This is an optimization exercise on Yosys and OpenROAD, whose aim is small area and a short achievable clock period, not a production implementation.
No functional check of the RTL was part of any run shown here.
No activity file was given, so power comes from the tool's default toggle rates.

## flow/design.v (module list and top-level ports; edited modules follow where they fit)
// module mult32x32: 4296 lines
module mult32x32 (
  input              i_clk     ,
  input              i_rstn    ,
  input  wire        i_multa_ns,
  input  wire        i_multb_ns,
  input  wire [31:0] i_multa   ,
  input  wire [31:0] i_multb   ,
  output wire [63:0] o_product
);
  // ...
==> flow/run.sh <==
#!/bin/bash
# synth_recipe.tcl (not shown) runs the flow's synth.tcl, then flattens the netlist and writes it again
# the make line also repeats each setting of config.mk as NAME=value (left out here)
make -C /OpenROAD-flow-scripts/flow DESIGN_CONFIG=/design/flow/config.mk WORK_HOME=/design/flow/orfs CLKGATE_MAP_FILE= SYNTH_SCRIPT=/design/flow/synth_recipe.tcl finish
==> flow/config.mk <==
export PLATFORM = sky130hd
export DESIGN_NAME = mult32x32
export DESIGN_NICKNAME = mult32x32
export VERILOG_FILES = /design/flow/design.v
export SDC_FILE = /design/flow/constraint.sdc
export NUM_CORES = 4
export LEC_CHECK = 0
export CAP_MARGIN = 20
export CORE_MARGIN = 2
export CORE_UTILIZATION = 40
export SETUP_SLACK_MARGIN = 1.9
export SLEW_MARGIN = 20
export TNS_END_PERCENT = 100
==> flow/constraint.sdc <==
create_clock -name core_clock -period 4.0 [get_ports {i_clk}]
set_input_delay 0.8000 -clock core_clock [delete_from_list [all_inputs] [get_ports {i_clk}]]
set_output_delay 0.8000 -clock core_clock [all_outputs]
set_load 0.01 [all_outputs]
==> reports/results.md, run 1 <==
* no timing/DRC/antenna violations — status
* 4.01% — Simple-Gate Fraction of Synth Area
* 154 — clock buf count
* 35.9% — switch share
* 1 — Synthesis Warnings
* 0.58 ns — Largest stage delay, worst path
* yes — CTS tree
* 37.2% — part of the power in registers
* 30.6% — share of post-route cells with drive strength above 1
* 548 — layout inverter count without the clock tree
* 0.0266 sq mm — total area of multi-input combinational cells
* 23.1% — adder-cell share of the synthesized area
* 16.7 mW — total net switching power
* 60.5 mm — Post-Route M1 WL
* 29.9 mW — total internal power
* 6.76% — Async SR Flop Fraction
* 1.52 ns — Worst Slack Setup Final
* 0.407 ns — Post-Place Worst Slack
* 403 MHz — f_max
* 66.2 mm — wire length on met2
* simple AND/OR/NAND/NOR gates — gate family responsible for the most delay along the worst path
* 10.0% — compound-gate portion of the synthesized area
* 4.60 ns — CP Data Required Time
* dfxtp_1, inv_1, xnor2_1, a22oi_2, fa_1 — leading cell types in the layout, fill and taps excluded
* 5.20 — routed vias/inst
* or4_4 — slowest cell on the critical path
* 10.6% — post-synthesis xor/xnor area fraction
* 9 — instance count on the critical path
* 0 — fin. max-slew vios
* input pin to async pin — worst min-delay path category
* 3 — H-tree levels
* 126 — row count
* met2 — most used routing layer
* 2.48 ns — final critical path time including I/O delays and setup
* 0 — DR DRC count
* dfxtp_1 — most used flip-flop cell after synthesis
* 24.8 nW — P_leak
* 5931 — Final Non-Filler Cells
* 0.0600 sq mm — post-route standard cell area excluding fillers
* 4.70% — met3 GRT Util
* 38.4% — GR Layer Usage met2
==> run 2: changes to the inputs <==
--- a/flow/config.mk
+++ b/flow/config.mk
@@ -9,5 +9,5 @@
 export CORE_MARGIN = 2
 export CORE_UTILIZATION = 40
-export SETUP_SLACK_MARGIN = 1.9
+export SETUP_SLACK_MARGIN = 1.6
 export SLEW_MARGIN = 20
 export TNS_END_PERCENT = 100
==> run 2 against run 1 <==
  * Synthesized cell count is the same
  * First-iteration DRC count up 27%
  * Sequential power hardly changed
  * Clock skew increased by 0.027 ns
  * Critical path depth decreased by 1
  * Worst hold slack worse by 0.043 ns
  * Die area did not move
  * Non-clock buffer count down 85
  * Count of clock-buffer cells in the layout fell by 6
  * Highest routed layer unchanged
  * Sequential cell count unchanged
  * Routed wire length down 12%
  * Maximum frequency shrank 1.5%
==> reports/results.md, run 2 <==
* no timing/DRC/antenna violations — status
* 41.5% — share of Yosys cell area claimed by the top area cell type
* 40.2% — initial core utilization
* 0 — maximum capacitance violations
* input pin to async pin — worst min-delay path category
* yes — CTS tree
* 0.837 — RD Place Congestion
* 23.6 nW — P_leak, -4.8%
* 0 — buffering stage count on the worst path with inverters included
* flop to flop — critical setup path kind
* 0.50 ns — Largest stage delay, worst path, -0.08 ns
* 11.5 sq um — Mapped Avg Cell Area
* dfxtp_1 — dominant cell type by area after synthesis
* dfxtp_1, inv_1, xnor2_1, fa_1, a22oi_1 — leading cell types in the layout, fill and taps excluded
* 62.9% — period utilisation layout
* 10600 — number of fillers in the final layout
* dfxtp_1 — most instantiated library cell after synthesis
* prod_q — register containing the most flip-flops in the final layout
* prod_q (64), vld (7) — Largest regs
* 813 mW/mm^2 — Power per Cell Area
* 64 — number of flip-flops in the largest register
* 348 um — Die Height
* 36.2% — switch share, +0.28 points
* 397 MHz — f_max, -1.5%
* 0 — final-report setup violation count
* 3 — H-tree levels, unchanged
* 22.4% — Clk pwr share
* 86.9 mm — detailed-placement wirelength estimate
* ha_4 > nand4_1 > or4_4 > a2111oi_4 > o211ai_4 > o21ai_4 > a41oi_2 > xnor2_1 — crit-path cells
* 0.121 sq mm — die area
* 1.48 ns — setup slack of the most critical reg-to-reg path
* 0.0589 ns — clock skew
* 10.3% — share of post-route cells with drive strength above 1, -20 points
* 0 — CTS Hold Bufs
* dfxtp_1 — most common cell after layout, fill and taps aside
* 104 — clock buffer count from CTS
* 0.118 sq mm — Core Footprint
* 0.0473 sq mm — netlist area before placement
* 0 ns — aggregate negative setup slack
* 0 — fin. max-slew vios, unchanged
* 127 mm — total wire length after detailed routing
* 131 — I/O Buffers
* 40.6% — relative slew slack
* 28.7 mW — total internal power, -3.8%
* 38.5% — part of the power in registers, +1.3 points
* 4.57 ns — CP Data Required Time, -0.03 ns
* 126 — row count, unchanged
* 713 uV — largest vdd supply drop
* 17.1% — area growth from synthesis to layout
* 0.06 ns — clock-pin slew of the registers on the worst-case setup and hold paths
* 1051 — register bit count reported by yosys
* 16.3 mW — total net switching power, -2.6%
* yes — RSZ-0062 raised after global routing
* flop — Setup crit start kind
* 45.0 mW — Final Power
* 1051 — total number of clock tree sinks
* 2.52 ns — final critical path time including I/O delays and setup, +0.0375 ns
* 3 — maximum root-to-sink buffer count
* 348 um — die width
* compound AO/OA/AOI/OAI gates — gate family responsible for the most delay along the worst path
* 7 — TritonRoute pass-1 iters
* flop — category of the worst setup path capture point
* 0 — ANT nets after route
* 4769 — Mapped Nets
* 4848 — number of nets in the layout
* 4119 — Synth Instances
* 5.05 — routed vias/inst, -2.8%
* dfxtp_1, fa_1, xnor2_1 — cells taking the most area after synthesis
* 193 mm — global-route wire length before repair
* 0 — total congestion overflow
* 0.889 ns — transition time at the pin with the least slew margin
* 0.70 ns — insertion delay to the later sink of the worst-skew pair
* clkbuf_16 — root buffer cell
* 2837 — First DRT Iteration DRCs
* 13 — antenna violations before repair
* 39.1% — combinational fraction of design power
* 29400 — DR vias
* 65 — pin count of the biggest net entering global routing
* 21.9 um — DR WL/cell
* 6.76% — Async SR Flop Fraction, unchanged
* 3 — maximum fanout encountered on the critical timing path
* dfxtp_1 — most used flip-flop cell after synthesis
* 30600 — number of global-route vias before repair
* 1 — Synthesis Warnings, unchanged
* 21.1% — Tot GR Track Use
* dfxtp_1, inv_1, xnor2_1, fa_1, a22oi_1 — commonest cells in the netlist
* 3.09 ns — Worst EP arrival
* 132 — number of I/O pins
* or4_4 — slowest cell on the critical path
* 60 — post-synth cell types
* 45.2% — share of synthesized area occupied by flip-flops and latches
* 0 — number of enable-type register cells in the synthesized netlist
* 0 — number of endpoints with negative hold slack in the final report
* 0 — DR DRC count, unchanged
run 2: cell types whose count changed in the layout (fill, tap and decap cells not counted), moves of 70 or more:
cell / before / now
a22oi_1: 85 / 465
a22oi_2: 382 / 2
buf_2: 99 / 1
clkdlybuf4s50_1: 2 / 74
fa_1: 340 / 486
fa_2: 147 / 1
xnor2_1: 420 / 490
run 2: repair_timing:
item,4_1_cts,5_1_grt
endpoints found under the setup margin,344,157
gates cloned,1,1
gates resized for setup,107,68
pin swaps,20,9
setup buffers,18,12
run 2: path summary, 6_finish.rpt:
check	cells after the start	endpoint	start
worst max register to register	8	s4_2765$_DFF_P_	s3_2300$_DFF_P_
min in group core_clock	0	s5_3120$_DFF_P_	s4_2755$_DFF_P_
max in group asynchronous	2	prod_q[47]$_DFF_PN0_	i_rstn
worst max-delay path	8	s4_2765$_DFF_P_	s3_2300$_DFF_P_
worst min-delay path	1	prod_q[40]$_DFF_PN0_	i_rstn
worst min register to register	0	s5_3120$_DFF_P_	s4_2755$_DFF_P_
run 2: layout make-up:
class | count | area, sq um | share of cell area, %
clock buffers | 148 | 2990 | 5.40
diodes | 5 | 12.5 | 0.0226
multi-input cells | 2198 | 23200 | 41.9
repair buffers | 295 | 3140 | 5.68
well taps | 1536 | 1920 | 3.47
inverters | 548 | 2070 | 3.74
flip-flops and latches | 1051 | 21400 | 38.7
clock inverters | 42 | 619 | 1.12
run 2: metrics by stage:
step	cell area [sq um]	setup slack, ns	utilization, %	instances	hold slack, ns
floorplan	47500	1.56	-	4119	0.310
global placement	50800	0.632	43.2	5596	0.310
detailed placement	50800	0.573	43.2	5596	0.312
CTS	54900	1.45	46.7	5805	0.0390
global route	55300	1.40	47.1	5821	0.0696
finish	55300	1.48	47.1	5823	0.0662
run 2: kinds of logic (layout without fill, tap and decap cells):
| group | Yosys count | after routing | share of synthesized area, % |
|---|---|---|---|
| other | 2 | 7 | 0.0159 |
| AO/OA/AOI/OAI | 662 | 662 | 10.0 |
| XOR/XNOR | 572 | 572 | 10.6 |
| AND/OR/NAND/NOR | 376 | 376 | 4.01 |
| multiplexers | 4 | 4 | 0.0873 |
| flip-flops | 1051 | 1051 | 45.2 |
| adder cells (fa/ha/maj) | 582 | 582 | 23.1 |
| buffers and inverters | 870 | 1033 | 6.91 |
run 2: power groups by stage:
stage	registers, mW	logic [mW]	clock network [mW]
after CTS	17.4	17.4	10.3
final	17.3	17.6	10.1
after global placement	17.5	16.7	0
after detailed placement	17.6	17.1	0
after floorplan	16.9	10.6	0
after global routing	17.8	19.9	10.7
run 2: metal layers:
metal / part of all wire (%) / track usage, %
met3: 9.3 / 4.43
met1: 44 / 30.0
met5: 0.027 / 0
met2: 44 / 31.7
met4: 2.9 / 7.55

==> static timing again, ports no longer ideal <==
No port has a modelled driver above. Below, the same layouts with a new extraction and two added sets of constraints. Step 1: set_driving_cell puts a clkbuf_16 on i_clk and a buf_2 on each other input, an assumption about the parent block. Step 2 adds t to the input delays and takes it off the output delays; t is the mean of the earliest and latest rising clock arrival at the registers after step 1. Input paths then give back, and output paths get back, about the clock's delay inside the block. a / b / c = ideal ports / drivers / drivers and shift; a / b = the first two.
run | shift t [ns] | setup WS [ns] | hold WS [ns] | worst setup path at the end | latest minus earliest clock arrival (ns)
run 1 | 0.780 | 1.522 / 1.522 / 1.069 | 0.110 / 0.071 / 0.319 | input to register | 0.035 / 0.035
run 2 | 0.744 | 1.484 / 1.484 / 0.741 | 0.066 / 0.049 / 0.292 | input to register | 0.069 / 0.068
After both steps setup and hold are still met in every run listed. For run 2, which loses most, drivers alone change the setup slack by 0.000 ns; drivers and shift together by -0.743 ns.
